This is an optimization exercise on Yosys and OpenROAD, whose aim is small area, not a production implementation. At most, simulation tests tie the RTL to the original design; equivalence was not proved. No functional check of the RTL was part of run 2. Power is estimated from default activity; no workload was simulated.

## flow/config.mk

```make
export PLATFORM = sky130hd
export DESIGN_NAME = tiny_gpu_core
export DESIGN_NICKNAME = tiny_gpu_core
export VERILOG_FILES = /design/flow/design.v
export SDC_FILE = /design/flow/constraint.sdc
export NUM_CORES = 4
export LEC_CHECK = 0
export CAP_MARGIN = 20
export CORE_MARGIN = 2
export CORE_UTILIZATION = 35
export SETUP_SLACK_MARGIN = 0.2
export SLEW_MARGIN = 20
export SYNTH_HIERARCHICAL = 1
```

## flow/constraint.sdc

```tcl
create_clock -name core_clock -period 7.0 [get_ports {clk}]
set_input_delay 1.4000 -clock core_clock [delete_from_list [all_inputs] [get_ports {clk}]]
set_output_delay 1.4000 -clock core_clock [all_outputs]
set_load 0.01 [all_outputs]
```

## flow/design.v

```verilog
package gpu_isa_pkg;
    typedef enum logic [3:0] {
        NOP   = 4'b0000,
        ADD   = 4'b0001,  
        SUB   = 4'b0010,  
        MOV   = 4'b0011,  
        LDR   = 4'b0100,  
        STR   = 4'b0101,  
        BEQ   = 4'b0110,  
        JMP   = 4'b0111   
    } opcode_t;
    typedef struct packed {
        opcode_t        opcode;
        logic [3:0]     rd;
        logic [3:0]     rs1;
        logic [3:0]     rs2;
        logic [15:0]    imm;  
    } instruction_t;
endpackage
`default_nettype none
import gpu_isa_pkg::*;
module tgc_wsel16 (
    input  wire logic [15:0] q,
    input  wire logic [15:0] wd,
    input  wire logic        we,
    input  wire logic        nwe,
    output logic      [15:0] d
);
    assign d = (q & {16{nwe}}) | (wd & {16{we}});
endmodule
module tgc_rmux16 (
    input  wire logic [255:0] data,
    input  wire logic [15:0]  sel,
    output logic      [15:0]  y
);
    always_comb begin
        y = '0;
        for (int r = 0; r < 16; r++) y = y | (data[r*16 +: 16] & {16{sel[r]}});
    end
endmodule
module tiny_gpu_core
#(
    parameter int NUM_THREADS = 4,  
    parameter int DATA_WIDTH = 16
) (
    input  wire logic                               clk,
    input  wire logic                               rst_n,
    input  wire logic [31:0]                        instr_in,   
    input  wire logic [NUM_THREADS*DATA_WIDTH-1:0]  mem_rdata,  
    output logic      [NUM_THREADS*DATA_WIDTH-1:0]  mem_addr,   
    output logic      [NUM_THREADS*DATA_WIDTH-1:0]  mem_wdata,  
    output logic      [NUM_THREADS-1:0]             mem_we,     
    output logic      [15:0]                        pc_out      
);
    gpu_isa_pkg::instruction_t instr;
    assign instr = instr_in;
    wire op_add = (instr.opcode == ADD);
    wire op_sub = (instr.opcode == SUB);
    wire op_mov = (instr.opcode == MOV);
    wire op_ldr = (instr.opcode == LDR);
    wire op_str = (instr.opcode == STR);
    wire op_beq = (instr.opcode == BEQ);
    wire op_jmp = (instr.opcode == JMP);
    wire op_wr  = op_add | op_sub | op_mov | op_ldr;
    wire op_mem = op_ldr | op_str;
    logic [DATA_WIDTH-1:0] rf_data [NUM_THREADS][16];
    logic [15:0]           rf_valid [NUM_THREADS];
    logic [NUM_THREADS-1:0] exec_mask;
    logic [15:0] pc;
    logic [15:0] rd_onehot, rs1_onehot, rs2_onehot;
    always_comb begin
        rd_onehot = '0;
        rd_onehot[instr.rd] = 1'b1;
        rs1_onehot = '0;
        rs1_onehot[instr.rs1] = 1'b1;
        rs2_onehot = '0;
        rs2_onehot[instr.rs2] = 1'b1;
    end
    for (genvar t = 0; t < NUM_THREADS; t++) begin : g_thr
        logic [DATA_WIDTH-1:0] a, b, wd, sum;
        logic [255:0] rf_flat;
        wire we = exec_mask[t] & op_wr;
        wire [15:0] wr = rd_onehot & {16{we}};
        for (genvar r = 0; r < 16; r++) begin : g_flat
            assign rf_flat[r*16 +: 16] = rf_data[t][r];
        end
        tgc_rmux16 u_rda (.data(rf_flat), .sel(rs1_onehot & rf_valid[t]), .y(a));
        tgc_rmux16 u_rdb (.data(rf_flat), .sel(rs2_onehot & rf_valid[t]), .y(b));
        assign sum = a + (b ^ {DATA_WIDTH{op_sub}}) + {15'd0, op_sub};
        always_comb begin
            if (op_mov)      wd = instr.imm;
            else if (op_ldr) wd = mem_rdata[t*DATA_WIDTH +: DATA_WIDTH];
            else             wd = sum;
        end
        for (genvar r = 0; r < 16; r++) begin : g_reg
            logic [DATA_WIDTH-1:0] d;
            tgc_wsel16 u_ws (.q(rf_data[t][r]), .wd(wd), .we(wr[r]), .nwe(~wr[r]), .d(d));
            always_ff @(posedge clk) rf_data[t][r] <= d;
        end
        logic [DATA_WIDTH-1:0] addr_d, wdata_d;
        wire addr_en  = exec_mask[t] & op_mem;
        wire wdata_en = exec_mask[t] & op_str;
        tgc_wsel16 u_wa (.q(mem_addr[t*DATA_WIDTH +: DATA_WIDTH]), .wd(a), .we(addr_en), .nwe(~addr_en), .d(addr_d));
        tgc_wsel16 u_ww (.q(mem_wdata[t*DATA_WIDTH +: DATA_WIDTH]), .wd(b), .we(wdata_en), .nwe(~wdata_en), .d(wdata_d));
        always_ff @(posedge clk or negedge rst_n) begin
            if (!rst_n) begin
                rf_valid[t] <= '0;
                exec_mask[t] <= 1'b1;
                mem_we[t] <= 1'b0;
                mem_addr[t*DATA_WIDTH +: DATA_WIDTH]  <= '0;
                mem_wdata[t*DATA_WIDTH +: DATA_WIDTH] <= '0;
            end else begin
                rf_valid[t] <= rf_valid[t] | wr;
                mem_we[t] <= wdata_en;
                mem_addr[t*DATA_WIDTH +: DATA_WIDTH]  <= addr_d;
                mem_wdata[t*DATA_WIDTH +: DATA_WIDTH] <= wdata_d;
                if (op_jmp) exec_mask[t] <= 1'b1;
                else if (op_beq & (a != b)) exec_mask[t] <= 1'b0;
            end
        end
    end
    always_ff @(posedge clk or negedge rst_n) begin
        if (!rst_n) pc <= '0;
        else if (op_beq | op_jmp) pc <= instr.imm;
        else pc <= pc + 16'd1;
    end
    assign pc_out = pc;
endmodule
```

## flow/run.sh

```bash
#!/bin/bash
# synth_recipe.tcl (not shown) runs the flow's synth.tcl, then flattens the netlist and writes it again
# the make line also repeats each setting of config.mk as NAME=value (left out here)
make -C /OpenROAD-flow-scripts/flow DESIGN_CONFIG=/design/flow/config.mk WORK_HOME=/design/flow/orfs CLKGATE_MAP_FILE= SYNTH_SCRIPT=/design/flow/synth_recipe.tcl finish
```

==> results.cfg, run 1 <==
[setup_path]
critPathMaxFanout = 16
crit_type = in -> reg
critical_path_arrival_ns = 7.42
startpoint_type = input port
worst_setup_path_end_kind = flop
reg2reg_depth = 16
required_ns = 7.71

[floorplan]
die_w_um = 417
fp-row-count = 151
die_h_um = 417
dieArea_mm2 = 0.174
pin_count = 246
core-area_mm2 = 0.170
start_util_pct = 35.3

[sta]
worst_hold_slack_ns = 0.456
tightest_slew_ns = 1.23
rsz0062_at_grt = false
post-route-period-util_pct = 95.8
max_freq_ghz = 0.149
hold_violations = 0
drv_slew = 0
setup_slack_ns = 0.296
finalSetupViolCount = 0
finClkSkew_ns = 0.0287
timing.slew.headroom_pct = 17.2
min_period_ns = 6.70

[synthesis]
yosysUniqueCellTypes = 70
synth_top_area_cell = dfxtp_1
synth_mux_area_share_pct = 0.153
synthTopCellsByArea = dfxtp_1, a22o_1, dfrtp_1
synthCells = 5369
synth_most_common_cell = a22o_1
syn_area_mm2 = 0.0598
yosys.area.top_type_share_pct = 34.3
yosys.area_share.adder_pct = 1.74
synthArstFlopShare_pct = 17.4
synth-simple-area-share_pct = 6.21
yosys_register_bits = 1240
synth_compound_gate_area_share_pct = 35.7
syn_nets = 5548
synth-edff-count = 0
ys.flop_type = dfxtp_1
yosysSeqAreaShare_pct = 43.3
avgSynthCellArea_um2 = 11.1
synth_common_cells = a22o_1, dfxtp_1, a221oi_1
synth-warning-count = 12
synth_top_family_by_area = compound AO/OA/AOI/OAI gates
synth-xor-area-share_pct = 2.75

[placement]
dp_cells = 7799
dpl_worst_slack_ns = -0.294
place.gp.congestion = 0.973
portBuffers = 245
dp_hpwl_mm = 175

[global_routing]
grt.overflow.total = 0
grt_use_total_pct = 26.8
antenna_found_initial = 8
grtUsageMet1_pct = 35.5
grt_pass1_wl_mm = 351
grt_busiest_layer = met2
grt_max_degree = 114
grt_pass1_vias = 49400
gr-usage-met3_pct = 5.43
globalRouteMet2Util_pct = 40.2

[power_and_ir_drop]
ir_worst_vdd_mv = 0.196
power_density_mw_per_mm2 = 307
p_leak_nw = 28.4

[clocking]
h-tree-depth = 4
postCtsSetupRepairBufs = 0
cts_tree = done
cts.root.buffer_cell = clkbuf_16
clkTransAtPathRegs_ns = 0.06
clk-insertion-delay-late_ns = 0.80
clock_sinks = 1240
clockBufferDepth = 3
numCtsBuffers = 139

[outcome]
status = finished clean

[finish]
layout.nets = 5901
syn2layout_area_growth_pct = 15.3
fin_util_pct = 40.6
num-fill-cells = 16300
instances_no_fill = 8056
final_layout_size_suffix_gt1_share_pct = 22.6

[route]
ant_nets = 0
wirelength_mm = 243
wire_per_inst_um = 30.1
drt_iter0_markers = 6014
drcViolationCount = 0
firstDrtPassIters = 6
via_per_inst = 6.39
vias = 51500

[run]
max-cap-violations = 0

[min_path]
hold_path_class = reg -> reg
whs_path_depth = 2
## cell families after synthesis
group / count (synthesis)
adders and majority gates: 81
muxes: 9
DFF: 1240
xor gates and xnor gates: 188
and+or+nand+nor: 705
buffers and inverters: 693
AOI/OAI and AO/OA: 2453
## per-module statistics from Yosys, one instance, submodules excluded
module	cells	area, um^2	flip-flops and latches	copies in the design
tiny_gpu_core	2521	33900	1240	1
tgc_rmux16	176	1480	0	8
tgc_wsel16	20	196	0	72
## worst paths after layout
path	from	to	slack (ns)
setup / recovery	instr_in[16]	rf_data[62][6]	0.30
max in group asynchronous	rst_n	mem_addr[19]	5.00
hold reg to reg	rf_valid[1][1]	rf_valid[1][1]	0.46
setup reg to reg	rf_valid[3][5]	rf_data[62][6]	2.15
hold / removal	rf_valid[1][1]	rf_valid[1][1]	0.46
min in group asynchronous	rst_n	mem_wdata[44]	0.66
## final cells by class
class	count	area [um^2]	share of cell area, %
Antenna cell	7	17.5	0.0254
Sequential cell	1240	25900	37.6
Timing Repair Buffer	804	7020	10.2
Clock buffer	212	4320	6.26
Tap cell	2218	2780	4.02
Inverter	101	379	0.550
Clock inverter	38	358	0.519
Multi-Input combinational cell	3436	28200	40.9
## layout by cell type, fill, tap and decap left out, types with 29 or more instances in the layout
cell type        instances
a21oi_1                 75
a221oi_1               506
a22o_1                1232
a22o_2                 432
and2_1                  51
and3_1                  74
buf_12                  29
buf_4                  530
clkbuf_1                29
clkbuf_16              150
clkbuf_8                33
clkdlybuf4s50_1        244
dfrtp_1                212
dfxtp_1               1024
ha_1                    77
inv_1                  101
nand2_1                161
nand2b_1                40
nand3_1                 30
nand4_1                145
nor2_1                 115
o21ai_0                 44
xnor2_1                125
xor2_1                  63
## through the flow
step | total power, mW | instance area [um^2] | TNS [ns]
5_1_grt | 21.9 | 69000 | 0
3_3_place_gp | 13.5 | 64200 | -49.37
3_5_place_dp | 13.6 | 64200 | -43.85
2_1_floorplan | 11.7 | 59800 | 0
4_1_cts | 21.1 | 68900 | 0
6_report | 21.2 | 69000 | 0
## worst max-delay path: stages
cell and delay, ns:
clkdlybuf4s50_1 0.56, inv_1 0.14, ha_1 0.33, nor3b_1 0.09
a21oi_1 0.16, nor2b_1 0.17, buf_4 0.19, and2_1 0.36
a22o_1 0.30, a221oi_1 0.58, nand4_1 0.41, nand2_1 0.17
o21ai_0 0.13, fa_1 0.45, a21o_1 0.18, a21oi_1 0.15
buf_4 0.14, o21ai_0 0.10, xnor2_1 0.15, nand2_1 0.06
o21ai_0 0.11, a21oi_2 0.82, a22o_1 0.24
## power breakdown
group / leakage, nW / switching [mW] / internal, mW
logic: 15.0 / 2.30 / 2.10
registers: 11.1 / 0.961 / 8.29
clock network: 2.32 / 3.09 / 4.44
## flip-flops by register name, indices dropped and copies added (netlist names)
name,flops
rf_data,1024
mem_addr,64
mem_wdata,64
rf_valid,64
pc,16
exec_mask,4
mem_we,4
## repair_timing
action                                 in CTS  in global routing
setup endpoints to repair                   0                 11
hold buffers                                0                  0
endpoints found under the hold margin       0                  0
gates resized for setup                     0                  2
## per-layer routing
metal,vias up,part of all wire [%]
met2,2776,44
met5,-,0.016
li1,22200,-
met3,573,8.3
met1,25900,41
met4,6,6.8
==> run 2: changes to the inputs <==
--- a/flow/design.v
+++ b/flow/design.v
@@ -29,4 +29,22 @@
     assign d = (q & {16{nwe}}) | (wd & {16{we}});
 endmodule
+module tgc_ao222n (
+    input  wire logic [2:0] d,
+    input  wire logic [2:0] s,
+    output logic            y_n
+);
+    assign y_n = ~|(d & s);
+endmodule
+module tgc_rbit (
+    input  wire logic [15:0] d,
+    input  wire logic [15:0] s,
+    output logic             y
+);
+    logic [4:0] n;
+    for (genvar i = 0; i < 5; i++) begin : g_grp
+        tgc_ao222n u_g (.d(d[3*i +: 3]), .s(s[3*i +: 3]), .y_n(n[i]));
+    end
+    assign y = ~(n[0] & n[1] & n[2]) | ~(n[3] & n[4]) | (d[15] & s[15]);
+endmodule
 module tgc_rmux16 (
     input  wire logic [255:0] data,
@@ -34,7 +52,10 @@
     output logic      [15:0]  y
 );
-    always_comb begin
-        y = '0;
-        for (int r = 0; r < 16; r++) y = y | (data[r*16 +: 16] & {16{sel[r]}});
+    for (genvar i = 0; i < 16; i++) begin : g_bit
+        logic [15:0] col;
+        for (genvar r = 0; r < 16; r++) begin : g_col
+            assign col[r] = data[r*16 + i];
+        end
+        tgc_rbit u_b (.d(col), .s(sel), .y(y[i]));
     end
 endmodule
@@ -64,4 +85,6 @@
     wire op_wr  = op_add | op_sub | op_mov | op_ldr;
     wire op_mem = op_ldr | op_str;
+    wire op_neg = op_sub | op_beq;   
+    wire op_alu = op_add | op_sub;
     logic [DATA_WIDTH-1:0] rf_data [NUM_THREADS][16];
     logic [15:0]           rf_valid [NUM_THREADS];
@@ -87,10 +110,8 @@
         tgc_rmux16 u_rda (.data(rf_flat), .sel(rs1_onehot & rf_valid[t]), .y(a));
         tgc_rmux16 u_rdb (.data(rf_flat), .sel(rs2_onehot & rf_valid[t]), .y(b));
-        assign sum = a + (b ^ {DATA_WIDTH{op_sub}}) + {15'd0, op_sub};
-        always_comb begin
-            if (op_mov)      wd = instr.imm;
-            else if (op_ldr) wd = mem_rdata[t*DATA_WIDTH +: DATA_WIDTH];
-            else             wd = sum;
-        end
+        assign sum = a + (b ^ {DATA_WIDTH{op_neg}}) + {15'd0, op_neg};
+        assign wd = (instr.imm & {16{op_mov}})
+                  | (mem_rdata[t*DATA_WIDTH +: DATA_WIDTH] & {16{op_ldr}})
+                  | (sum & {16{op_alu}});
         for (genvar r = 0; r < 16; r++) begin : g_reg
             logic [DATA_WIDTH-1:0] d;
@@ -116,5 +137,5 @@
                 mem_wdata[t*DATA_WIDTH +: DATA_WIDTH] <= wdata_d;
                 if (op_jmp) exec_mask[t] <= 1'b1;
-                else if (op_beq & (a != b)) exec_mask[t] <= 1'b0;
+                else if (op_beq & (|sum)) exec_mask[t] <= 1'b0;
             end
         end
==> results.cfg, run 2 <==
[run]
max-cap-violations = 0

[synthesis]
syn_area_mm2 = 0.0562
yosys_register_bits = 1240
synthTopCellsByArea = dfxtp_1, a222oi_1, a22o_1
synth-edff-count = 0
yosysUniqueCellTypes = 82
synth-warning-count = 11
avgSynthCellArea_um2 = 11.5
syn_nets = 5050
synthArstFlopShare_pct = 17.4
yosysSeqAreaShare_pct = 46.1
synth_most_common_cell = dfxtp_1
yosys.area.top_type_share_pct = 36.5
synthCells = 4867
synth_top_area_cell = dfxtp_1
synth_common_cells = dfxtp_1, a22o_1, a222oi_1
ys.flop_type = dfxtp_1

[setup_path]
crit_chain = clkdlybuf4s50_1 -> inv_1 -> ha_1 -> nor3_1 -> a31oi_2 -> nor2b_1 -> buf_4 -> and2_1 -> buf_4 -> a222oi_1 -> nand4_1 -> nand2_1 -> nand2_1 -> fa_1 -> a211oi_1 -> o21a_1 -> xnor2_1 -> nor4_2 -> buf_4 -> o211ai_1 -> nor4_1 -> and4b_1 -> a21bo_1
crit_family = simple AND/OR/NAND/NOR gates
required_ns = 7.72
critical_path_arrival_ns = 7.37
worst_setup_path_end_kind = flop
critPathBufInv = 5
max_stage_delay_ns = 0.55
crit_type = in -> reg
reg2reg_slack_ns = 2.17
critPathMaxFanout = 11
worst_path_max_delay_cell = nor4_2
r2r_start = rf_valid[0][11]
crit_top_cell = buf_4
endpoint = exec_mask[0]
reg2reg_depth = 18
worstSetupPathDepth = 23
startpoint_type = input port
r2r-end = exec_mask[0]
startpoint = instr_in[20]

[global_routing]
grt.overflow.total = 0
grt_use_total_pct = 26.2
grt_pass1_wl_mm = 325
grt_max_degree = 117
grt_pass1_vias = 47600
antenna_found_initial = 19

[power_and_ir_drop]
p_leak_nw = 26.3
power_density_mw_per_mm2 = 258
ir_worst_vdd_mv = 0.271

[clocking]
clk-insertion-delay-late_ns = 0.80
cts.root.buffer_cell = clkbuf_16
clkTransAtPathRegs_ns = 0.06
clockBufferDepth = 3
clock_sinks = 1240
cts_tree = done
postCtsSetupRepairBufs = 0
numCtsBuffers = 137
h-tree-depth = 4

[floorplan]
pin_count = 246
die_h_um = 405
dieArea_mm2 = 0.164
fp-row-count = 147
start_util_pct = 35.1
core-area_mm2 = 0.160
die_w_um = 405

[sta]
post-route-period-util_pct = 95.0
finalSetupViolCount = 0
tns_ns = 0
min_period_ns = 6.65
max_freq_ghz = 0.150
worst_hold_slack_ns = 0.473
hold_violations = 0
tightest_slew_ns = 1.19
drv_slew = 0
rsz0062_at_grt = true
timing.slew.headroom_pct = 20.2
finClkSkew_ns = 0.0318

[route]
firstDrtPassIters = 12
ant_nets = 0
wire_per_inst_um = 29.5
drt_iter0_markers = 9174
drcViolationCount = 0
vias = 49900
wirelength_mm = 224
via_per_inst = 6.56

[finish]
num-fill-cells = 15200
regMostFlops = rf_data
layout.nets = 5589
largest_register_ffs = 1024
final_layout_size_suffix_gt1_share_pct = 21.8
instances_no_fill = 7608
layout_common_cells = dfxtp_1, a22o_1, a222oi_1
regArea_mm2 = 0.0259
layout_commonest_cell = dfxtp_1
multi_input_area_mm2 = 0.0263
syn2layout_area_growth_pct = 18.5

[outcome]
status = finished clean

[placement]
dp_cells = 7353
dp_hpwl_mm = 163
portBuffers = 245
place.gp.congestion = 0.974

[min_path]
hold_path_class = reg -> reg
## run 2: cell count changes in the layout (fill, tap and decap cells not counted), moves of 37 or more
cell / previous run / this run
a221oi_1: 506 / 0
a222oi_1: 0 / 640
and2_1: 51 / 104
xor2_1: 63 / 23
nor2_1: 115 / 78
nand2_1: 161 / 241
buf_4: 530 / 446
and3_1: 74 / 187
a22o_1: 1232 / 720
## run 2: worst register-to-register path, delay by kind of cell, from the launching register on
kind            cells  cell delay, ns
simple gates        8            2.03
flops               1            0.38
fa+ha+maj           1            0.43
buf+inv             3            0.66
xor+xnor            1            0.14
compound gates      5            1.12
## run 2: worst min-delay path by stage
stage / start / cells after the start / slack, ns / end
after detailed placement: rf_valid[3][4] / 1 / 0.46 / rf_valid[3][4]
final: rf_valid[3][4] / 1 / 0.47 / rf_valid[3][4]
after global placement: rf_valid[0][0] / 1 / 0.46 / rf_valid[0][0]
after floorplan: rf_valid[0][0] / 1 / 0.44 / rf_valid[0][0]
after CTS: rf_valid[2][0] / 1 / 0.48 / rf_valid[2][0]
after global routing: rf_valid[0][0] / 1 / 0.49 / rf_valid[0][0]
## run 2: cells by family after synthesis
kind of cell | share of synthesized area, %
compound gates | 33.7
mux | 0.109
buf+inv | 7.23
simple gates | 8.93
fa+ha+maj | 1.95
flops | 46.1
xor+xnor | 2.03
## run 2: what timing repair did
action	CTS	global route
gates resized for setup	0	4
setup endpoints to repair	0	53
hold buffers	0	0
hold endpoints to repair	0	0
## run 2: per-layer routing
layer  track usage [%]  part of all wire, %  up-vias
met5                 0                0.071        -
met4              10.5                  4.2       26
met3              8.71                   12      559
met2              40.2                   44     3128
met1              33.7                   40    24700
li1                  -                    -    21500
## run 2: modules after synthesis (local to each module, per instance), excerpt
| module | cell area (um^2) | flops+latches |
|---|---|---|
| tgc_ao222n | 10.0 | 0 |
| tgc_rbit | 16.3 | 0 |
| tgc_wsel16 | 196 | 0 |
| tiny_gpu_core | 33600 | 1240 |
## run 2: stage by stage
step | cell area [um^2] | total power, mW | util, % | setup WS, ns
global route | 66600 | 17.7 | 41.6 | 0.183
global placement | 61900 | 9.69 | 38.7 | -0.885
floorplan | 56200 | 8.91 | - | 0.806
finish | 66600 | 17.2 | 41.6 | 0.352
detailed placement | 61900 | 9.72 | 38.7 | -0.542
CTS | 66600 | 17.2 | 41.6 | 0.266
## run 2: area by class of cell
class                      count  share of cell area, %
clock buffer                 198                   6.09
antenna                        4                 0.0150
multi-input combinational   3197                   39.5
tap                         2086                   3.92
inverter                      94                  0.530
sequential                  1240                   38.9
timing repair buffer         736                   10.1
clock inverter                53                  0.940
## run 2: report_power, final
group / total, mW / switching (mW) / internal (mW)
Sequential: 7.94 / 0.388 / 7.55
Combinational: 1.72 / 0.929 / 0.787
Clock: 7.54 / 3.06 / 4.48
==> run 3: changes to the inputs <==
--- a/flow/design.v
+++ b/flow/design.v
@@ -60,4 +60,20 @@
     end
 endmodule
+module tgc_dec2 (
+    input  wire logic [1:0] a,
+    output logic      [3:0] y
+);
+    assign y = {a[1] & a[0], a[1] & ~a[0], ~a[1] & a[0], ~a[1] & ~a[0]};
+endmodule
+module tgc_rsel16 (
+    input  wire logic [3:0]  lo,
+    input  wire logic [3:0]  hi,
+    input  wire logic [15:0] valid,
+    output logic      [15:0] sel
+);
+    for (genvar r = 0; r < 16; r++) begin : g_r
+        assign sel[r] = lo[r % 4] & hi[r / 4] & valid[r];
+    end
+endmodule
 module tiny_gpu_core
 #(
@@ -91,12 +107,14 @@
     logic [NUM_THREADS-1:0] exec_mask;
     logic [15:0] pc;
-    logic [15:0] rd_onehot, rs1_onehot, rs2_onehot;
-    always_comb begin
-        rd_onehot = '0;
-        rd_onehot[instr.rd] = 1'b1;
-        rs1_onehot = '0;
-        rs1_onehot[instr.rs1] = 1'b1;
-        rs2_onehot = '0;
-        rs2_onehot[instr.rs2] = 1'b1;
+    logic [15:0] rd_onehot;
+    logic [3:0] rd_lo, rd_hi, rs1_lo, rs1_hi, rs2_lo, rs2_hi;
+    tgc_dec2 u_drd_lo (.a(instr.rd[1:0]),  .y(rd_lo));
+    tgc_dec2 u_drd_hi (.a(instr.rd[3:2]),  .y(rd_hi));
+    tgc_dec2 u_ds1_lo (.a(instr.rs1[1:0]), .y(rs1_lo));
+    tgc_dec2 u_ds1_hi (.a(instr.rs1[3:2]), .y(rs1_hi));
+    tgc_dec2 u_ds2_lo (.a(instr.rs2[1:0]), .y(rs2_lo));
+    tgc_dec2 u_ds2_hi (.a(instr.rs2[3:2]), .y(rs2_hi));
+    for (genvar r = 0; r < 16; r++) begin : g_rd
+        assign rd_onehot[r] = rd_lo[r % 4] & rd_hi[r / 4];
     end
     for (genvar t = 0; t < NUM_THREADS; t++) begin : g_thr
@@ -108,6 +126,9 @@
             assign rf_flat[r*16 +: 16] = rf_data[t][r];
         end
-        tgc_rmux16 u_rda (.data(rf_flat), .sel(rs1_onehot & rf_valid[t]), .y(a));
-        tgc_rmux16 u_rdb (.data(rf_flat), .sel(rs2_onehot & rf_valid[t]), .y(b));
+        logic [15:0] sel_a, sel_b;
+        tgc_rsel16 u_sa (.lo(rs1_lo), .hi(rs1_hi), .valid(rf_valid[t]), .sel(sel_a));
+        tgc_rsel16 u_sb (.lo(rs2_lo), .hi(rs2_hi), .valid(rf_valid[t]), .sel(sel_b));
+        tgc_rmux16 u_rda (.data(rf_flat), .sel(sel_a), .y(a));
+        tgc_rmux16 u_rdb (.data(rf_flat), .sel(sel_b), .y(b));
         assign sum = a + (b ^ {DATA_WIDTH{op_neg}}) + {15'd0, op_neg};
         assign wd = (instr.imm & {16{op_mov}})
--- a/flow/config.mk
+++ b/flow/config.mk
@@ -8,5 +8,8 @@
 export CAP_MARGIN = 20
 export CORE_MARGIN = 2
-export CORE_UTILIZATION = 35
+export CORE_UTILIZATION = 60
+export CTS_BUF_LIST = sky130_fd_sc_hd__clkbuf_8
+export CTS_CLUSTER_DIAMETER = 50
+export CTS_CLUSTER_SIZE = 20
 export SETUP_SLACK_MARGIN = 0.2
 export SLEW_MARGIN = 20
==> results.cfg, run 3 <==
[sta]
tns_ns = 0
finClkSkew_ns = 0.0444
drv_slew = 0
min_period_ns = 6.42
max_freq_ghz = 0.156
setup_slack_ns = 0.575
finalSetupViolCount = 0
hold_violations = 0
timing.slew.headroom_pct = 13.8
tightest_slew_ns = 1.29
post-route-period-util_pct = 91.8
worst_hold_slack_ns = 0.487
rsz0062_at_grt = false

[finish]
fin_util_pct = 65.8
final_layout_size_suffix_gt1_share_pct = 17.7
largest_register_ffs = 1024
regArea_mm2 = 0.0259
regMostFlops = rf_data
layout.nets = 5159
num-fill-cells = 7366
syn2layout_area_growth_pct = 8.69
multi_input_area_mm2 = 0.0257
layout_commonest_cell = dfxtp_1
instances_no_fill = 6344
layout_common_cells = dfxtp_1, a22o_1, a222oi_1

[floorplan]
fp-row-count = 111
pin_count = 246
die_h_um = 308
start_util_pct = 60.6
core-area_mm2 = 0.0918
die_w_um = 308
dieArea_mm2 = 0.0951

[setup_path]
worst_path_max_delay_cell = nor2_1
required_ns = 7.73
worst_setup_path_end_kind = flop
crit_type = in -> reg
reg2reg_depth = 15
startpoint = instr_in[19]
r2r_start = rf_valid[2][9]
endpoint = rf_data[36][14]
r2r-end = rf_data[36][14]
critical_path_arrival_ns = 7.16
reg2reg_slack_ns = 1.94
crit_chain = clkdlybuf4s50_1 -> nor2_1 -> and3_1 -> a222oi_1 -> and3_1 -> nand4_1 -> nor4b_1 -> a21o_1 -> fa_1 -> a211oi_1 -> o211ai_1 -> o211a_1 -> o21a_1 -> o211ai_1 -> a21oi_1 -> xor2_1 -> a221o_1 -> a22o_1
startpoint_type = input port
max_stage_delay_ns = 0.98
critPathMaxFanout = 16

[synthesis]
synthCells = 4756
synth_common_cells = dfxtp_1, a22o_1, a222oi_1
synth_top_area_cell = dfxtp_1
synth-warning-count = 11
syn_area_mm2 = 0.0556
ys.flop_type = dfxtp_1
syn_nets = 4927
synthArstFlopShare_pct = 17.4
yosys.area.top_type_share_pct = 36.9
yosys_register_bits = 1240
yosysUniqueCellTypes = 69
synthTopCellsByArea = dfxtp_1, a222oi_1, a22o_1
synth-edff-count = 0
avgSynthCellArea_um2 = 11.7
synth_most_common_cell = dfxtp_1
yosysSeqAreaShare_pct = 46.6

[clocking]
postCtsSetupRepairBufs = 0
clkTransAtPathRegs_ns = 0.08
h-tree-depth = 4
postCtsHoldBufs = 0
cts_tree = done
clockBufferDepth = 3
cts.root.buffer_cell = clkbuf_8
clock_sinks = 1240
numCtsBuffers = 131
cts_resized = 0
clk-insertion-delay-late_ns = 0.87

[placement]
dp_cells = 6098
place.gp.congestion = 0.978
dpl_worst_slack_ns = -0.0461
portBuffers = 245
dp_hpwl_mm = 143

[route]
firstDrtPassIters = 14
vias = 48900
wirelength_mm = 204
via_per_inst = 7.70
wire_per_inst_um = 32.2
ant_nets = 0
drcViolationCount = 0
drt_iter0_markers = 10300

[power_and_ir_drop]
power_density_mw_per_mm2 = 244
p_leak_nw = 24.0
ir_worst_vdd_mv = 0.200

[global_routing]
antenna_found_initial = 13
grt_pass1_wl_mm = 300
grt_pass1_vias = 45400
grt_max_degree = 120
grt_use_total_pct = 41.4
grt.overflow.total = 0

[run]
max-cap-violations = 0

[outcome]
status = finished clean

[min_path]
hold_path_class = reg -> reg
## run 3: changes by cell type in the layout (fill, tap and decap cells not counted), sizes merged, moves of 37 or more
cell    delta
clkbuf    -50
buf      -295
nor2      -37
and3      +76
and2      -83
nand3     +40
nand2     -62
## run 3: how the worst min path moves through the flow
stage,startpoint,depth (start not counted),to
floorplan,rf_valid[0][0],1,rf_valid[0][0]
global placement,rf_valid[1][7],1,rf_valid[1][7]
detailed placement,rf_valid[0][10],1,rf_valid[0][10]
CTS,rf_valid[3][7],1,rf_valid[3][7]
global route,rf_valid[3][4],1,rf_valid[3][4]
finish,rf_valid[1][2],1,rf_valid[1][2]
## run 3: layout make-up
cell class | instances | share of cell area (%)
flip-flops and latches | 1240 | 42.9
multi-input cells | 3089 | 42.5
repair buffers | 441 | 6.56
clock buffers | 148 | 3.37
well taps | 1243 | 2.57
clock inverters | 90 | 1.53
inverters | 85 | 0.528
diodes | 8 | 0.0331
## run 3: worst max-delay path: cells and delay by family
family	cells	cell delay, ns
AOI/OAI and AO/OA	10	2.38
and+or+nand+nor	5	2.29
adders and majority gates	1	0.45
buffers and inverters	1	0.44
xor gates and xnor gates	1	0.18
## run 3: kinds of logic (layout without fill, tap and decap cells)
kind of cell / Yosys count / in the layout / share of synthesized area [%]
xor gates and xnor gates: 137 / 137 / 2.16
AOI/OAI and AO/OA: 2025 / 2025 / 33.7
buffers and inverters: 427 / 764 / 7.27
adders and majority gates: 73 / 73 / 1.70
and+or+nand+nor: 853 / 853 / 8.58
muxes: 1 / 1 / 0.0203
other: 0 / 8 / 0
DFF: 1240 / 1240 / 46.6
## run 3: metrics by stage
stage	cell area (um^2)	total power, mW
finish	60400	14.7
global placement	57400	9.50
floorplan	55600	8.89
CTS	60400	14.7
global route	60400	15.2
detailed placement	57400	9.53
## run 3: modules after synthesis (local to each module, per instance), excerpt
module | cells | area, um^2 | flops+latches
tgc_ao222n | 1 | 10.0 | 0
tgc_dec2 | 4 | 26.3 | 0
tgc_rbit | 3 | 16.3 | 0
tgc_rsel16 | 16 | 100 | 0
tgc_wsel16 | 20 | 196 | 0
tiny_gpu_core | 2140 | 32000 | 1240
## run 3: where the power goes
| group | switching (mW) | leakage (nW) | internal (mW) |
|---|---|---|---|
| clock | 2.98 | 1.48 | 2.30 |
| sequential | 0.390 | 11.1 | 7.54 |
| combinational | 0.859 | 11.4 | 0.668 |
## run 3: layer usage
metal / track usage (%) / vias up / share of wire [%]
met5: 0 / - / 0.046
met4: 18.3 / 14 / 4.8
met3: 14.1 / 652 / 14
met2: 60.7 / 3587 / 42
met1: 55.1 / 24000 / 39
li1: - / 20600 / -
==> run 4: changes to the inputs <==
--- a/flow/design.v
+++ b/flow/design.v
@@ -20,4 +20,13 @@
 `default_nettype none
 import gpu_isa_pkg::*;
+module tgc_wsel (
+    input  wire logic q,
+    input  wire logic wd,
+    input  wire logic we,
+    input  wire logic nwe,
+    output logic      d
+);
+    assign d = (q & nwe) | (wd & we);
+endmodule
 module tgc_wsel16 (
     input  wire logic [15:0] q,
@@ -27,5 +36,7 @@
     output logic      [15:0] d
 );
-    assign d = (q & {16{nwe}}) | (wd & {16{we}});
+    for (genvar i = 0; i < 16; i++) begin : g_bit
+        tgc_wsel u_s (.q(q[i]), .wd(wd[i]), .we(we), .nwe(nwe), .d(d[i]));
+    end
 endmodule
 module tgc_ao222n (
==> results.cfg, run 4 <==
[outcome]
status = finished clean

[clocking]
cts_tree = done
clk-insertion-delay-late_ns = 0.87
cts.root.buffer_cell = clkbuf_8
clkTransAtPathRegs_ns = 0.11
cts_resized = 0
postCtsSetupRepairBufs = 0
clockBufferDepth = 3
postCtsHoldBufs = 0
numCtsBuffers = 117
clock_sinks = 1240
h-tree-depth = 3

[route]
wirelength_mm = 214
vias = 50600
drt_iter0_markers = 10900
drcViolationCount = 0
wire_per_inst_um = 34.1
via_per_inst = 8.05
firstDrtPassIters = 17
ant_nets = 0

[power_and_ir_drop]
p_leak_nw = 24.2
ir_worst_vdd_mv = 0.227
power_density_mw_per_mm2 = 243

[finish]
syn2layout_area_growth_pct = 15.7
final_layout_size_suffix_gt1_share_pct = 9.17
layout_common_cells = a22o_1, dfxtp_1, a222oi_1
layout_commonest_cell = a22o_1
largest_register_ffs = 1024
layout.nets = 5193
regMostFlops = rf_data

[global_routing]
globalRouteMet2Util_pct = 66.6
grt_use_total_pct = 45.9
antenna_found_initial = 14
grt.overflow.total = 0
grt_pass1_vias = 46600
grtUsageMet1_pct = 60.0
grt_busiest_layer = met2
gr-usage-met3_pct = 16.5
grt_max_degree = 156
grt_pass1_wl_mm = 311

[floorplan]
start_util_pct = 60.6
fp-row-count = 107
dieArea_mm2 = 0.0887
die_h_um = 298
core-area_mm2 = 0.0854
pin_count = 246
die_w_um = 298

[sta]
timing.slew.headroom_pct = 27.3
drv_slew = 0
finalSetupViolCount = 0
finClkSkew_ns = 0.0638
min_period_ns = 6.37
setup_slack_ns = 0.632
tns_ns = 0
tightest_slew_ns = 1.09
rsz0062_at_grt = false
post-route-period-util_pct = 91.0
max_freq_ghz = 0.157
hold_violations = 0

[setup_path]
critPathMaxFanout = 16
required_ns = 7.79
crit_type = in -> reg
worst_setup_path_end_kind = flop
critical_path_arrival_ns = 7.16
startpoint_type = input port

[run]
max-cap-violations = 0

[synthesis]
synth-warning-count = 11
synthArstFlopShare_pct = 17.4
avgSynthCellArea_um2 = 11.5
synth_top_area_cell = dfxtp_1
synth-edff-count = 0
yosysUniqueCellTypes = 81
synth_common_cells = a22o_1, dfxtp_1, a222oi_1
ys.flop_type = dfxtp_1
syn_area_mm2 = 0.0518
yosysSeqAreaShare_pct = 50.0
synth_most_common_cell = a22o_1
yosys.area.top_type_share_pct = 39.6
synthCells = 4506
synthTopCellsByArea = dfxtp_1, a22o_1, a222oi_1
yosys_register_bits = 1240
syn_nets = 4677

[placement]
portBuffers = 245
place.gp.congestion = 0.996
dp_hpwl_mm = 144
dpl_worst_slack_ns = 0.0859

[min_path]
hold_path_class = in -> async
run 4: changes by cell type after synthesis, moves of 8 or more:
cell and change:
xnor2_1 -64, nand4_1 -9, nor2_1 +15, a221o_1 -9, a22o_2 -432, o21ai_0 +8, clkbuf_1 -8, buf_6 -216
buf_8 -72, xor2_1 +56, a22o_1 +433
run 4: area by class of cell:
class                      instances  area [um^2]
timing repair buffer             451         4080
inverter                          85          319
clock buffer                     122         1680
multi-input combinational       3127        25400
tap                             1144         1430
fill                            6580        25500
clock inverter                   100         1110
sequential                      1240        25900
antenna                            7         17.5
run 4: through the flow:
step	power, mW	hold WS [ns]	utilization, %	instances	instance area, um^2
3_5_place_dp	9.46	0.464	66.9	6047	57100
6_report	14.5	0.436	70.2	6276	59900
5_1_grt	14.9	0.469	70.1	6270	59900
3_3_place_gp	9.42	0.458	66.9	6046	57100
2_1_floorplan	8.75	0.443	-	4506	51800
4_1_cts	14.4	0.437	70.1	6269	59900
run 4: layer usage:
metal	up-vias	part of all wire, %
met1	24400	36
met5	-	0.057
li1	20700	-
met3	886	16
met2	4516	41
met4	18	6.7
run 4: worst paths after layout:
check / start / end / slack (ns) / cells past startpoint
max reg2reg: rf_valid[1][12] / rf_data[29][12] / 1.82 / 15
min: rst_n / mem_addr[43] / 0.44 / 1
min in group core_clock: rf_valid[1][11] / rf_valid[1][11] / 0.49 / 1
min reg2reg: rf_valid[1][11] / rf_valid[1][11] / 0.49 / 1
max in group asynchronous: rst_n / mem_wdata[6] / 5.14 / 2
max: instr_in[23] / rf_data[51][13] / 0.63 / 16
run 4: cells by family after synthesis:
| logic type | after synthesis | share of synthesized area (%) |
|---|---|---|
| AOI/OAI and AO/OA | 2040 | 35.4 |
| DFF | 1240 | 50.0 |
| and+or+nand+nor | 882 | 9.45 |
| adders and majority gates | 73 | 1.82 |
| muxes | 3 | 0.0604 |
| xor gates and xnor gates | 129 | 2.18 |
| buffers and inverters | 139 | 1.03 |
run 4: worst max-delay path: stages:
cell and delay (ns):
clkdlybuf4s50_1 0.44, nor2_1 0.82, buf_4 0.35, and3_1 0.69, a222oi_1 0.22, and3_1 0.23, nand4_1 0.18, ha_1 0.29
a31o_2 0.27, a221o_1 0.39, a31oi_2 0.28, o31ai_1 0.15, o41ai_2 0.26, xnor2_1 0.19, a221o_1 0.72, a22o_1 0.22
run 4: power by group:
part | internal, mW | switching (mW)
clock | 2.07 | 3.06
combinational | 0.622 | 0.872
sequential | 7.52 | 0.394
total | 10.2 | 4.33
run 4: Yosys stat by module, one instance, submodules excluded, excerpt:
module,cell area (um^2),flip-flops and latches
tiny_gpu_core,32300,1240
tgc_rsel16,100,0
tgc_dec2,26.3,0
tgc_rbit,16.3,0
tgc_ao222n,10.0,0
tgc_wsel,8.76,0
==> run 5: changes to the inputs <==
==> flow/flow/run.sh (new file) <==
#!/bin/bash
# Own layout flow: the standard layout (standard.sh, unchanged synthesis,
# floorplan, power grid and tap cells), with two changes:
#  - port buffers use the smallest buffer cell instead of a delay cell;
#  - clock tree synthesis inserts no dummy loads.
# Each tool's full output goes to standard.log in the work folder.
set -euo pipefail
export BUFFER_PORTS_ARGS="-buffer_cell sky130_fd_sc_hd__buf_1"
export CTS_ARGS="-sink_clustering_enable -repair_clock_nets -dont_use_dummy_load -buf_list sky130_fd_sc_hd__clkbuf_4 -sink_clustering_size 10 -sink_clustering_max_diameter 30"
bash standard.sh \
  "BUFFER_PORTS_ARGS=$BUFFER_PORTS_ARGS" \
  "CTS_ARGS=$CTS_ARGS" \
  finish > standard.log 2>&1
test -f out/final.def
==> flow/standard.sh (new file) <==
#!/bin/bash
# synth_recipe.tcl (not shown) runs the flow's synth.tcl, then flattens the netlist and writes it again
# the make line also repeats each setting of config.mk as NAME=value (left out here)
make -C /OpenROAD-flow-scripts/flow DESIGN_CONFIG=/design/flow/config.mk WORK_HOME=/design/flow/orfs CLKGATE_MAP_FILE= SYNTH_SCRIPT=/design/flow/synth_recipe.tcl "${@:-finish}"
--- a/flow/config.mk
+++ b/flow/config.mk
@@ -8,8 +8,9 @@
 export CAP_MARGIN = 20
 export CORE_MARGIN = 2
-export CORE_UTILIZATION = 60
-export CTS_BUF_LIST = sky130_fd_sc_hd__clkbuf_8
-export CTS_CLUSTER_DIAMETER = 50
-export CTS_CLUSTER_SIZE = 20
+export CORE_UTILIZATION = 70
+export CTS_BUF_LIST = sky130_fd_sc_hd__clkbuf_4
+export CTS_CLUSTER_DIAMETER = 30
+export CTS_CLUSTER_SIZE = 10
+export GPL_TIMING_DRIVEN = 0
 export SETUP_SLACK_MARGIN = 0.2
 export SLEW_MARGIN = 20
removed: flow/run.sh
==> results.cfg, run 5 <==
[finish]
multi_input_area_mm2 = 0.0254
syn2layout_area_growth_pct = 8.22
num-fill-cells = 5214
final_layout_size_suffix_gt1_share_pct = 5.92
regArea_mm2 = 0.0259
fin_util_pct = 76.7
instances_no_fill = 5978
layout.nets = 5156
largest_register_ffs = 1024
layout_common_cells = a22o_1, dfxtp_1, a222oi_1
layout_commonest_cell = a22o_1
regMostFlops = rf_data

[sta]
drv_slew = 0
worst_hold_slack_ns = 0.278
min_period_ns = 6.61
tightest_slew_ns = 1.18
finalSetupViolCount = 0
timing.slew.headroom_pct = 21.6
hold_violations = 0
finClkSkew_ns = 0.177
post-route-period-util_pct = 94.4
rsz0062_at_grt = false
setup_slack_ns = 0.393
max_freq_ghz = 0.151

[global_routing]
grt_use_total_pct = 53.5
grt_max_degree = 36
grt_pass1_vias = 47500
grt.overflow.total = 0
grt_pass1_wl_mm = 308
antenna_found_initial = 15

[synthesis]
yosys.area.top_type_share_pct = 39.6
synth_top_family_by_area = compound AO/OA/AOI/OAI gates
ys.flop_type = dfxtp_1
syn_nets = 4677
synthArstFlopShare_pct = 17.4
yosysUniqueCellTypes = 81
synth_most_common_cell = a22o_1
yosys_register_bits = 1240
synth_top_area_cell = dfxtp_1
synth-simple-area-share_pct = 9.45
synth_mux_area_share_pct = 0.0604
synth_compound_gate_area_share_pct = 35.4
syn_area_mm2 = 0.0518
synthCells = 4506
synthTopCellsByArea = dfxtp_1, a22o_1, a222oi_1
synth_common_cells = a22o_1, dfxtp_1, a222oi_1
synth-warning-count = 11
synth-edff-count = 0
avgSynthCellArea_um2 = 11.5
synth-xor-area-share_pct = 2.18
yosys.area_share.adder_pct = 1.82
yosysSeqAreaShare_pct = 50.0

[placement]
dpl_worst_slack_ns = -0.163
place.gp.congestion = 1.07
dp_hpwl_mm = 140
portBuffers = 243
dp_cells = 5742

[floorplan]
die_h_um = 276
die_w_um = 276
start_util_pct = 70.9
pin_count = 246
core-area_mm2 = 0.0731
dieArea_mm2 = 0.0762
fp-row-count = 99

[clocking]
clk-insertion-delay-late_ns = 1.19
cts_tree = done
cts_resized = 0
numCtsBuffers = 198
postCtsSetupRepairBufs = 0
clock_sinks = 1240
clockBufferDepth = 3
clkTransAtPathRegs_ns = 0.07
postCtsHoldBufs = 0
cts.root.buffer_cell = clkbuf_4
h-tree-depth = 4

[power_and_ir_drop]
p_leak_nw = 22.4
ir_worst_vdd_mv = 0.183
power_density_mw_per_mm2 = 233
totalPowerFinal_mw = 13.0

[route]
wirelength_mm = 214
drcViolationCount = 0
vias = 52100
firstDrtPassIters = 32
via_per_inst = 8.72
ant_nets = 0
drt_iter0_markers = 12200
wire_per_inst_um = 35.8

[setup_path]
critPathMaxFanout = 17
worst_setup_path_end_kind = flop
required_ns = 8.02
startpoint_type = input port
crit_type = in -> reg
startpoint = instr_in[16]
critical_path_arrival_ns = 7.63
r2r_start = rf_valid[2][12]

[min_path]
hold_path_class = in -> async

[run]
max-cap-violations = 0

[outcome]
status = finished clean
-- run 5: cell counts after synthesis --
Identical to the previous run, type by type.
-- run 5: path summary, 6_finish.rpt --
path                            cells after the start  slack [ns]         endpoint
max in group asynchronous                           6        5.21     mem_addr[11]
worst min-delay path                                1        0.28     mem_addr[43]
worst max register to register                     15        1.12  rf_data[34][15]
min in group core_clock                             1        0.49  rf_valid[0][10]
worst max-delay path                               17        0.39  rf_data[34][15]
worst min register to register                      1        0.49  rf_valid[0][10]
-- run 5: metal layers --
metal,track usage (%),wire length (um),up-vias
met5,1.88,450,-
met4,34.2,18100,18
met3,24.9,39800,1296
met2,73.6,84100,5503
met1,67.3,71700,24700
li1,-,-,20600
-- run 5: metrics by stage --
stage,TNS [ns],instance area (um^2)
2_1_floorplan,0,51800
3_3_place_gp,-2154.13,53900
3_5_place_dp,-6.70,54400
4_1_cts,0,55900
5_1_grt,0,56000
6_report,0,56000
-- run 5: logic make-up (layout without fill, tap and decap cells) --
family,Yosys count,after routing
xor gates and xnor gates,129,129
and+or+nand+nor,882,882
DFF,1240,1240
buffers and inverters,139,616
other,0,36
adders and majority gates,73,73
muxes,3,3
AOI/OAI and AO/OA,2040,2040
-- run 5: area by class of cell --
class	count	area share, %
clock buffer	198	2.65
tap	959	2.14
antenna	36	0.161
buffer	54	0.388
sequential	1240	46.2
multi-input combinational	3127	45.4
timing repair buffer	279	2.46
inverter	85	0.569
-- run 5: worst max-delay path: stages --
cell and delay [ns]:
buf_1 0.32, and2b_2 0.72, and3_1 0.83, a222oi_1 0.28, and3_1 0.32, nand4_1 0.35
xor2_1 0.28, ha_1 0.30, nor3_1 0.43, a2111oi_4 0.14, o2111ai_2 0.28, a21oi_2 0.10
or2_1 0.24, a41oi_1 0.35, xnor2_1 0.20, a221o_1 0.79, a22o_1 0.25
-- run 5: power by group --
part,leakage (nW),switching (mW),total [mW],internal (mW)
logic,10.4,0.955,1.48,0.522
clock network,0.911,2.39,3.68,1.28
registers,11.2,0.371,7.89,7.52
-- run 5: modules after synthesis, one instance, submodules excluded, a selection --
module         area, um^2  cells
tgc_dec2             26.3      4
tgc_rsel16            100     16
tgc_rbit             16.3      3
tiny_gpu_core       32300   2178
tgc_wsel             8.76      1
tgc_ao222n           10.0      1

-- separate check: timing with driven ports --
The flow's constraints put no driver on any port. The routed layouts listed below were extracted and timed again, unchanged, in two steps. Step 1 sets driving cells, clkbuf_16 on the clock port and buf_2 on the other inputs (assumed; they add their load-dependent delay and slew). Step 2 adds t to the input delays and takes it off the output delays; t is the mean of the earliest and latest rising clock arrival at the registers after step 1. Input paths then give back, and output paths get back, about the clock's delay inside the block. Slacks: ideal / step 1 / step 2; pairs: ideal / step 1.
run | t, ns | setup slack, ns | worst register clock-pin slew, ns | cell pins on the clock port's net
run 1 | 0.869 | 0.296 / 0.359 / -0.510 | 0.07 / 0.07 | 1
run 2 | 0.868 | 0.352 / 0.395 / -0.473 | 0.07 / 0.07 | 1
run 3 | 0.924 | 0.575 / 0.624 / -0.300 | 0.12 / 0.12 | 1
run 4 | 0.917 | 0.632 / 0.679 / -0.238 | 0.12 / 0.12 | 1
run 5 | 1.171 | 0.393 / 0.388 / -0.783 | 0.11 / 0.11 | 1
With both steps, setup timing fails in every run listed, where it was met with ideal ports. For run 5, which loses most, drivers alone change the setup slack by -0.005 ns; drivers and shift together by -1.176 ns.
